From an optimization exercise on the open Yosys and OpenROAD flow, aimed at small area; shortcuts taken in it are not production practice.
RTL that was checked went through simulation tests only; none was proved equivalent to the original.
Power is estimated from default activity; no workload was simulated.

== run 1 ==
// risc
module risc(clk, reset, mem_addr, mem_wdata, mem_rdata, mem_read, mem_write,
            rg0, rg1, rg2, rg3, rg4, rg5, rg6, rg7);
input clk, reset;
output [15:0] mem_addr, mem_wdata;
input  [15:0] mem_rdata;
output mem_read, mem_write;
output reg [15:0] rg0, rg1, rg2, rg3, rg4, rg5, rg6, rg7;
localparam P_RST = 3'd0, P_FET = 3'd1, P_DEC = 3'd2, P_E1 = 3'd3,
           P_E2  = 3'd4, P_E3  = 3'd5, P_E2L = 3'd6;
reg [2:0]  ph;
reg [2:0]  aq;
reg [15:0] ir;
reg [15:0] t;
reg        cf, zf;
wire fet = ph == P_FET;
wire dec = ph == P_DEC;
wire e1  = ph == P_E1;
wire e2  = ph == P_E2;
wire e3  = ph == P_E3;
wire e2l = ph == P_E2L;
wire [3:0] op = ir[15:12];
wire [2:0] ra = ir[11:9];
wire [2:0] rb = ir[8:6];
wire [2:0] rc = ir[5:3];
wire [1:0] cz = ir[1:0];
wire o_add  = op == 4'b0000;
wire o_adi  = op == 4'b0001;
wire o_nand = op == 4'b0010;
wire o_lhi  = op == 4'b0011;
wire o_lw   = op == 4'b0100;
wire o_sw   = op == 4'b0101;
wire o_lm   = op == 4'b0110;
wire o_sm   = op == 4'b0111;
wire o_lmsm = op[3:1] == 3'b011;
wire o_j    = op[3:1] == 3'b100;
wire o_jal  = op == 4'b1000;
wire o_jlr  = op == 4'b1001;
wire o_beq  = op == 4'b1100;
wire [15:0] sext6 = {{10{ir[5]}}, ir[5:0]};
wire [15:0] sext9 = {{7{ir[8]}}, ir[8:0]};
wire [7:0] msk = ir[7:0];
wire [8:0] mlow;
assign mlow[0] = 1'b0;
genvar m;
generate for (m = 0; m < 8; m = m + 1) begin : g_msk
  assign mlow[m+1] = mlow[m] | msk[m];
end endgenerate
wire       m_any = mlow[8];
reg  [2:0] m_idx;
always @(*) begin
  casez (msk)
    8'b???????1: m_idx = 3'd0;
    8'b??????10: m_idx = 3'd1;
    8'b?????100: m_idx = 3'd2;
    8'b????1000: m_idx = 3'd3;
    8'b???10000: m_idx = 3'd4;
    8'b??100000: m_idx = 3'd5;
    8'b?1000000: m_idx = 3'd6;
    default:     m_idx = 3'd7;
  endcase
end
wire cond_ok = (cz == 2'b00) | (cz == 2'b10 & cf) | (cz == 2'b01 & zf);
wire dec_go  = ((o_add | o_nand) & cond_ok) | o_adi | o_lhi | o_lw | o_sw |
               o_lmsm | o_j | o_beq;
wire beq_taken;
reg [2:0] nph;
always @(*) begin
  case (ph)
    P_RST: nph = P_FET;
    P_FET: nph = P_DEC;
    P_DEC: nph = dec_go ? P_E1 : P_FET;
  ...
Size: ~680 cells after synthesis, about 170 flip-flops, ~7800 um2 of cells after synthesis.
export LEC_CHECK = 0
export CAP_MARGIN = 0
export CORE_MARGIN = 2
export CORE_UTILIZATION = 40
export SLEW_MARGIN = 0
create_clock -name core_clock -period 10.0 [get_ports {clk}]
standard.sh (not shown) runs the stock make flow with config.mk's settings and CLKGATE_MAP_FILE= SYNTH_SCRIPT=/design/flow/synth_recipe.tcl, a recipe that flattens the netlist after the stock synthesis.
==> flow/flow/run.sh <==
#!/bin/bash
# The standard layout (standard.sh) with these changes to how the layout
# is made:
#  - synthesis: synth_recipe.tcl unchanged, except that ABC maps the logic with
#    an area script (flow/area.abc); see flow/area_synth.tcl;
#  - each port gets a buf_1 as its port buffer;
#  - CTS uses clkbuf_8 cells and no dummy loads.
# make's output goes to standard.log; ORFS's per-step logs stay under orfs/logs.
set -euo pipefail
WORK=$(pwd)
export AREA_ABC_SCRIPT=$WORK/flow/area.abc
export FLOW_SYNTH_TCL=$WORK/synth_recipe.tcl
export BUFFER_PORTS_ARGS="-buffer_cell sky130_fd_sc_hd__buf_1"
export CTS_ARGS="-sink_clustering_enable -repair_clock_nets -dont_use_dummy_load -buf_list sky130_fd_sc_hd__clkbuf_8"
sed "s|SYNTH_SCRIPT=[^ ]*|SYNTH_SCRIPT=$WORK/flow/area_synth.tcl|" standard.sh > my_standard.sh
grep -q "SYNTH_SCRIPT=$WORK/flow/area_synth.tcl" my_standard.sh
bash my_standard.sh > standard.log 2>&1
==> flow/flow/area.abc <==
strash
dc2
dch -f
map -a
strash
dc2
dch -f
map -a
strash
dch -f
map -a
==> flow/flow/area_synth.tcl <==
# The standard flow's synthesis script (synth_recipe.tcl, sourced unchanged) with one
# change: ABC's technology mapping uses flow/area.abc, an area-oriented
# script, in place of ORFS's script. Registers are mapped before ABC runs,
# so they are exactly the standard synthesis's.
proc abc {args} {
  set i [lsearch -exact $args -script]
  if { $i >= 0 } {
    lset args [expr { $i + 1 }] $::env(AREA_ABC_SCRIPT)
  }
  yosys abc {*}$args
}
source $::env(FLOW_SYNTH_TCL)
Run 1 finished end to end and its layout was clean on timing, DRC and antenna.
For run 2, these inputs were changed with respect to run 1:
--- a/flow/design.v
+++ b/flow/design.v
@@ -142,53 +142,62 @@
 assign mem_write = e2 & (o_sw | o_sm);
 wire wen = fet | (e1 & (o_adi | o_lhi | o_lw | o_nand | o_j)) |
            (e2 & (o_add | o_lm | o_j)) | e3;
 reg [2:0] waddr;
 always @(*) begin
   waddr = 3'd7;
   if (e1)
     waddr = o_nand ? rc : ra;
   else if (e2)
     waddr = o_add ? rc : o_lm ? aq : 3'd7;
 end
-wire wd_m = reset & ((e1 & o_lw) | (e2 & o_lm));
-wire wd_s = reset & e1 & o_lhi;
-wire wd_y = reset & ~((e1 & (o_lw | o_lhi)) | (e2 & o_lm));
-wire [15:0] wdg = ({16{wd_m}} & mem_rdata) | ({16{wd_s}} & sext9) | ({16{wd_y}} & y);
+wire [15:0] wd = (e1 & o_lw) | (e2 & o_lm) ? mem_rdata :
+                 (e1 & o_lhi) ? sext9 : y;
+wire [15:0] wdg = wd & {16{reset}};
 wire [7:0] we;
 genvar k;
 generate for (k = 0; k < 8; k = k + 1) begin : g_we
   assign we[k] = ~reset | (wen & waddr == k);
 end endgenerate
 always @(posedge clk) begin
   if (we[0]) rg0 <= wdg;
   if (we[1]) rg1 <= wdg;
   if (we[2]) rg2 <= wdg;
   if (we[3]) rg3 <= wdg;
   if (we[4]) rg4 <= wdg;
   if (we[5]) rg5 <= wdg;
   if (we[6]) rg6 <= wdg;
   if (we[7]) rg7 <= wdg;
 end
 always @(posedge clk) t <= y;
 always @(posedge clk) begin
   if (fet)
     ir <= mem_rdata;
   else if ((e1 | e2) & o_lmsm)
     ir[7:0] <= msk & mlow[7:0];
 end
-wire add_go = dec & o_add & cond_ok;
-wire cf_en  = ~reset | add_go | (dec & (o_lw | o_adi)) | (e1 & o_beq);
-wire cf_d   = reset & (add_go ? a15 : ~(dec & o_lw) & fcar);
-wire zf_en  = ~reset | add_go | (dec & o_lw) | (e1 & o_adi) | (e2 & o_beq);
-wire zf_d   = reset & z15 & (~a15 | add_go);
-always @(posedge clk) begin
-  if (cf_en) cf <= cf_d;
-  if (zf_en) zf <= zf_d;
+always @(posedge clk) begin
+  if (!reset) begin
+    cf <= 1'b0;
+    zf <= 1'b0;
+  end else begin
+    if (dec & o_add & cond_ok) begin
+      cf <= a15;
+      zf <= z15;
+    end
+    if (dec & o_lw) begin
+      cf <= 1'b0;
+      zf <= z15 & ~a15;
+    end
+    if (dec & o_adi) cf <= fcar;
+    if (e1 & o_adi) zf <= z15 & ~a15;
+    if (e1 & o_beq) cf <= fcar;
+    if (e2 & o_beq) zf <= z15 & ~a15;
+  end
 end
 always @(posedge clk) begin
   if (!reset)
     ph <= P_RST;
   else
     ph <= nph;
 end
 endmodule
Notes after the runs:
[run 2 vs run 1] total placed instance area: higher in run 2
Going from run 1 to run 2, final critical-path setup slack grows by 74 ps.
Register-to-register slack for run 2 is higher than for run 1.
Via count (higher): run 2
Sort run 1 and run 2 by sequential fraction of total cell area, ascending, and run 2 comes first.
Comparing run 1 and run 2, the higher switching power total is on run 1.
On leakage power, run 1 and run 2 are basically level.
I/O pin total: run 1 vs run 2 identical
Only the layout flow was run in run 1; the RTL was not checked for function there.

* * *

Setup of old:
The RTL this note starts from:
==> flow/design.v <==
module risc(clk, reset, mem_addr, mem_wdata, mem_rdata, mem_read, mem_write,
            rg0, rg1, rg2, rg3, rg4, rg5, rg6, rg7);
input clk, reset;
output [15:0] mem_addr, mem_wdata;
input  [15:0] mem_rdata;
output mem_read, mem_write;
output reg [15:0] rg0, rg1, rg2, rg3, rg4, rg5, rg6, rg7;
localparam P_RST = 3'd0, P_FET = 3'd1, P_DEC = 3'd2, P_E1 = 3'd3,
           P_E2  = 3'd4, P_E3  = 3'd5, P_E2L = 3'd6;
reg [2:0]  ph;
reg [2:0]  aq;
reg [15:0] ir;
reg [15:0] t;
reg        cf, zf;
wire fet = ph == P_FET;
wire dec = ph == P_DEC;
wire e1  = ph == P_E1;
wire e2  = ph == P_E2;
wire e3  = ph == P_E3;
wire e2l = ph == P_E2L;
wire [3:0] op = ir[15:12];
wire [2:0] ra = ir[11:9];
wire [2:0] rb = ir[8:6];
wire [2:0] rc = ir[5:3];
wire [1:0] cz = ir[1:0];
wire o_add  = op == 4'b0000;
wire o_adi  = op == 4'b0001;
wire o_nand = op == 4'b0010;
wire o_lhi  = op == 4'b0011;
wire o_lw   = op == 4'b0100;
wire o_sw   = op == 4'b0101;
wire o_lm   = op == 4'b0110;
wire o_sm   = op == 4'b0111;
wire o_lmsm = op[3:1] == 3'b011;
wire o_j    = op[3:1] == 3'b100;
wire o_jal  = op == 4'b1000;
wire o_jlr  = op == 4'b1001;
wire o_beq  = op == 4'b1100;
wire [15:0] sext6 = {{10{ir[5]}}, ir[5:0]};
wire [15:0] sext9 = {{7{ir[8]}}, ir[8:0]};
wire [7:0] msk = ir[7:0];
wire [8:0] mlow;
assign mlow[0] = 1'b0;
genvar m;
generate for (m = 0; m < 8; m = m + 1) begin : g_msk
  assign mlow[m+1] = mlow[m] | msk[m];
end endgenerate
wire       m_any = mlow[8];
reg  [2:0] m_idx;
always @(*) begin
  casez (msk)
    8'b???????1: m_idx = 3'd0;
    8'b??????10: m_idx = 3'd1;
    8'b?????100: m_idx = 3'd2;
    8'b????1000: m_idx = 3'd3;
    8'b???10000: m_idx = 3'd4;
    8'b??100000: m_idx = 3'd5;
    8'b?1000000: m_idx = 3'd6;
    default:     m_idx = 3'd7;
  endcase
end
wire cond_ok = (cz == 2'b00) | (cz == 2'b10 & cf) | (cz == 2'b01 & zf);
wire dec_go  = ((o_add | o_nand) & cond_ok) | o_adi | o_lhi | o_lw | o_sw |
               o_lmsm | o_j | o_beq;
wire beq_taken;
reg [2:0] nph;
always @(*) begin
  case (ph)
    P_RST: nph = P_FET;
    P_FET: nph = P_DEC;
    P_DEC: nph = dec_go ? P_E1 : P_FET;
    P_E1:  nph = o_lmsm ? (m_any ? P_E2 : P_E2L) :
                 (o_add | o_lw | o_sw | o_beq | o_j) ? P_E2 : P_FET;
    P_E2:  nph = o_lmsm ? (m_any ? P_E2 : P_E2L) :
                 beq_taken ? P_E3 : P_FET;
    default: nph = P_FET;
  endcase
end
wire [3:0] n_op = mem_rdata[15:12];
reg  [2:0] na;
always @(*) begin
  na = 3'd7;
  if (nph == P_FET)
    na = 3'd7;
  else if (fet)
    na = (n_op == 4'b1100) ? mem_rdata[11:9] : mem_rdata[8:6];
  else if (dec)
    na = (o_lhi | o_beq) ? rb : o_j ? 3'd7 : ra;
  else if (e1)
    na = o_lmsm ? m_idx : o_jlr ? rb : o_jal ? 3'd7 : ra;
  else if (e2)
    na = o_lmsm ? m_idx : 3'd7;
end
always @(posedge clk) aq <= na;
wire [2:0] aaddr = aq;
reg [15:0] pa;
always @(*) begin
  case (aaddr)
    3'd0: pa = rg0;
    3'd1: pa = rg1;
    3'd2: pa = rg2;
    3'd3: pa = rg3;
    3'd4: pa = rg4;
    3'd5: pa = rg5;
    3'd6: pa = rg6;
    default: pa = rg7;
  endcase
end
wire [3:0] nop = mem_rdata[15:12];
wire n_adi_lw_sw = nop == 4'b0001 || nop == 4'b0100 || nop == 4'b0101;
wire n_beq       = nop == 4'b1100;
reg a_t, b_t, b_imm, cin;
always @(posedge clk) begin
  a_t     <= (dec & (o_adi | o_lw | o_sw)) | (e1 & (o_add | o_lw | o_sw | o_beq)) |
             ((e1 | e2) & o_lmsm);
  b_t     <= dec & (((o_add | o_nand) & cond_ok) | o_beq);
  b_imm   <= (fet & n_adi_lw_sw) | (e1 & o_jal) | (e2 & beq_taken);
  cin     <= (nph == P_FET) | (dec & o_beq) | ((e1 | e2) & o_lmsm & m_any);
end
wire [15:0] a = a_t ? t : pa;
wire [15:0] b = ({16{b_t}} & t) | ({16{b_imm}} & sext6);
wire [16:0] c;
wire [15:0] sum;
assign c[0] = cin;
genvar i;
generate for (i = 0; i < 16; i = i + 1) begin : g_add
  assign sum[i]  = a[i] ^ b[i] ^ c[i];
  assign c[i+1]  = (a[i] & b[i]) | (c[i] & (a[i] ^ b[i]));
end endgenerate
wire [15:0] nandv = ~(pa & (t | {16{~b_t}}));
wire nand_op = (dec & o_beq) | (e1 & o_nand);
wire [15:0] y = nand_op ? nandv : sum;
wire z15  = ~|a[14:0];
wire a15  = a[15];
wire r2s  = b[15] ^ (e1 & o_beq);
wire fcar = (a15 == r2s) ? a15 : ~y[15];
assign beq_taken = o_beq & z15 & ~a15;
assign mem_addr  = a;
assign mem_wdata = pa;
assign mem_read  = fet | (e1 & (o_lhi | o_lw | o_lmsm)) | ((e2 | e2l) & o_lm);
assign mem_write = e2 & (o_sw | o_sm);
wire wen = fet | (e1 & (o_adi | o_lhi | o_lw | o_nand | o_j)) |
           (e2 & (o_add | o_lm | o_j)) | e3;
reg [2:0] waddr;
always @(*) begin
  waddr = 3'd7;
  if (e1)
    waddr = o_nand ? rc : ra;
  else if (e2)
    waddr = o_add ? rc : o_lm ? aq : 3'd7;
end
wire wd_m = reset & ((e1 & o_lw) | (e2 & o_lm));
wire wd_s = reset & e1 & o_lhi;
wire wd_y = reset & ~((e1 & (o_lw | o_lhi)) | (e2 & o_lm));
wire [15:0] wdg = ({16{wd_m}} & mem_rdata) | ({16{wd_s}} & sext9) | ({16{wd_y}} & y);
wire [7:0] we;
genvar k;
generate for (k = 0; k < 8; k = k + 1) begin : g_we
  assign we[k] = ~reset | (wen & waddr == k);
end endgenerate
always @(posedge clk) begin
  if (we[0]) rg0 <= wdg;
  if (we[1]) rg1 <= wdg;
  if (we[2]) rg2 <= wdg;
  if (we[3]) rg3 <= wdg;
  if (we[4]) rg4 <= wdg;
  if (we[5]) rg5 <= wdg;
  if (we[6]) rg6 <= wdg;
  if (we[7]) rg7 <= wdg;
end
always @(posedge clk) t <= y;
always @(posedge clk) begin
  if (fet)
    ir <= mem_rdata;
  else if ((e1 | e2) & o_lmsm)
    ir[7:0] <= msk & mlow[7:0];
end
wire add_go = dec & o_add & cond_ok;
wire cf_en  = ~reset | add_go | (dec & (o_lw | o_adi)) | (e1 & o_beq);
wire cf_d   = reset & (add_go ? a15 : ~(dec & o_lw) & fcar);
wire zf_en  = ~reset | add_go | (dec & o_lw) | (e1 & o_adi) | (e2 & o_beq);
wire zf_d   = reset & z15 & (~a15 | add_go);
always @(posedge clk) begin
  if (cf_en) cf <= cf_d;
  if (zf_en) zf <= zf_d;
end
always @(posedge clk) begin
  if (!reset)
    ph <= P_RST;
  else
    ph <= nph;
end
endmodule
Settings: LEC_CHECK=0, CAP_MARGIN=0, CORE_MARGIN=2, CORE_UTILIZATION=40, SLEW_MARGIN=0; clock period 10.0 ns.
==> flow/flow/run.sh <==
#!/bin/bash
# The standard layout (standard.sh) with these changes to how the layout
# is made:
#  - synthesis: synth_recipe.tcl unchanged, except that ABC maps the logic with
#    the smallest result of the area scripts flow/area*.abc; see
#    flow/area_synth.tcl;
#  - each port gets a buf_1 as its port buffer;
#  - CTS uses clkbuf_8 cells and no dummy loads.
# make's output goes to standard.log; ORFS's per-step logs stay under orfs/logs.
set -euo pipefail
WORK=$(pwd)
export AREA_ABC_DIR=$WORK/flow
export FLOW_SYNTH_TCL=$WORK/synth_recipe.tcl
export BUFFER_PORTS_ARGS="-buffer_cell sky130_fd_sc_hd__buf_1"
export CTS_ARGS="-sink_clustering_enable -repair_clock_nets -dont_use_dummy_load -buf_list sky130_fd_sc_hd__clkbuf_8"
sed "s|SYNTH_SCRIPT=[^ ]*|SYNTH_SCRIPT=$WORK/flow/area_synth.tcl|" standard.sh > my_standard.sh
grep -q "SYNTH_SCRIPT=$WORK/flow/area_synth.tcl" my_standard.sh
bash my_standard.sh > standard.log 2>&1
==> flow/flow/area1.abc <==
strash
dc2
dch -f
map -a
strash
dc2
dch -f
map -a
strash
dch -f
amap
==> flow/flow/area2.abc <==
strash
dch -f
amap
==> flow/flow/area3.abc <==
strash
dc2
dc2
dch -f
map -a
strash
dch -f
amap
==> flow/flow/area4.abc <==
strash
balance
dc2
dch -f
map -a
strash
balance
dc2
dch -f
amap
==> flow/flow/area5.abc <==
strash
rewrite
refactor
balance
dch -f
map -a
strash
dch -f
amap
==> flow/flow/area6.abc <==
strash
dc2
dch -f
amap
strash
dc2
dch -f
amap
==> flow/flow/area_synth.tcl <==
# The standard flow's synthesis script (synth_recipe.tcl, sourced unchanged) with one
# change: ABC's technology mapping runs each area-oriented script in
# flow/area*.abc in place of ORFS's script and keeps the smallest result.
# Registers are mapped before ABC runs, so they are exactly the standard
# synthesis's; only the combinational mapping differs.
proc abc {args} {
  set i [lsearch -exact $args -script]
  set l [lsearch -exact $args -liberty]
  set lib [lindex $args [expr { $l + 1 }]]
  yosys design -save my_pre_abc
  set best_area ""
  set best_script ""
  foreach script [lsort [glob $::env(AREA_ABC_DIR)/area*.abc]] {
    yosys design -load my_pre_abc
    lset args [expr { $i + 1 }] $script
    yosys abc {*}$args
    set report [tee -q -s result.string stat -liberty $lib]
    if { ![regexp {Chip area for module '[^']*': ([0-9.]+)} $report -> area] } {
      error "no area in stat report"
    }
    puts "area script [file tail $script]: $area"
    if { $best_area eq "" || $area < $best_area } {
      set best_area $area
      set best_script $script
      yosys design -save my_best_abc
    }
  }
  puts "area script chosen: [file tail $best_script] ($best_area)"
  yosys design -load my_best_abc
}
source $::env(FLOW_SYNTH_TCL)
The following lists how new was set up differently from old:
-- flow/design.v --
<<< old, line 110
wire n_adi_lw_sw = nop == 4'b0001 || nop == 4'b0100 || nop == 4'b0101;
wire n_beq       = nop == 4'b1100;
reg a_t, b_t, b_imm, cin;
always @(posedge clk) begin
  a_t     <= (dec & (o_adi | o_lw | o_sw)) | (e1 & (o_add | o_lw | o_sw | o_beq)) |
>>> new, line 110
wire n_adi_lw_sw = nop == 4'b0001 || nop == 4'b0100 || nop == 4'b0101;
wire n_beq       = nop == 4'b1100;
reg a_t, b_t, b_imm, cin, nand_op;
always @(posedge clk) begin
  a_t     <= (dec & (o_adi | o_lw | o_sw)) | (e1 & (o_add | o_lw | o_sw | o_beq)) |
<<< old, line 117
  b_imm   <= (fet & n_adi_lw_sw) | (e1 & o_jal) | (e2 & beq_taken);
  cin     <= (nph == P_FET) | (dec & o_beq) | ((e1 | e2) & o_lmsm & m_any);
end
wire [15:0] a = a_t ? t : pa;
>>> new, line 117
  b_imm   <= (fet & n_adi_lw_sw) | (e1 & o_jal) | (e2 & beq_taken);
  cin     <= (nph == P_FET) | (dec & o_beq) | ((e1 | e2) & o_lmsm & m_any);
  nand_op <= (fet & n_beq) | (dec & o_nand & cond_ok);
end
wire [15:0] a = a_t ? t : pa;
<<< old, line 129
end endgenerate
wire [15:0] nandv = ~(pa & (t | {16{~b_t}}));
wire nand_op = (dec & o_beq) | (e1 & o_nand);
wire [15:0] y = nand_op ? nandv : sum;
wire z15  = ~|a[14:0];
>>> new, line 130
end endgenerate
wire [15:0] nandv = ~(pa & (t | {16{~b_t}}));
wire [15:0] y = nand_op ? nandv : sum;
wire z15  = ~|a[14:0];
==> comparison <==
[new vs old] final core utilization: higher in new
Average vias per placed instance in new is 0.88% lower than in old
new and old ended up with nearly the same total of max-cap violations.
Going from old to new, die outline area +0.80%, register-to-register slack +330 ps.
The RTL of new was laid out without a check of its function.

==> what the ideal ports hide <==
In the flow no input, the clock included, has a driving cell. The finished layouts below were timed again as built, in two steps.
Step 1, drivers: a clkbuf_16 drives clk and a buf_2 each remaining input, both assumed.
Step 2 also shifts input and output timing later by t, the mid clock arrival at the registers, as if the neighbouring blocks saw the same clock.
Three values: ideal ports, drivers, drivers and shift; two values: the first two.
| run | shift t [ns] | setup WS [ns] | clock arrival spread, ns | slew at the worst register clock pin (ns) | cell pins on the clock port's net |
|---|---|---|---|---|---|
| run 1 | 0.485 | 0.878 / 0.878 / 0.878 | 0.030 / 0.030 | 0.09 / 0.09 | 1 |
| run 2 | 0.498 | 0.952 / 0.952 / 0.952 | 0.033 / 0.033 | 0.10 / 0.10 | 1 |
| old | 0.480 | 0.649 / 0.649 / 0.649 | 0.034 / 0.034 | 0.10 / 0.10 | 1 |
| new | 0.492 | 0.975 / 0.975 / 0.975 | 0.037 / 0.036 | 0.10 / 0.10 | 1 |
After both steps setup and hold are still met in every run listed.
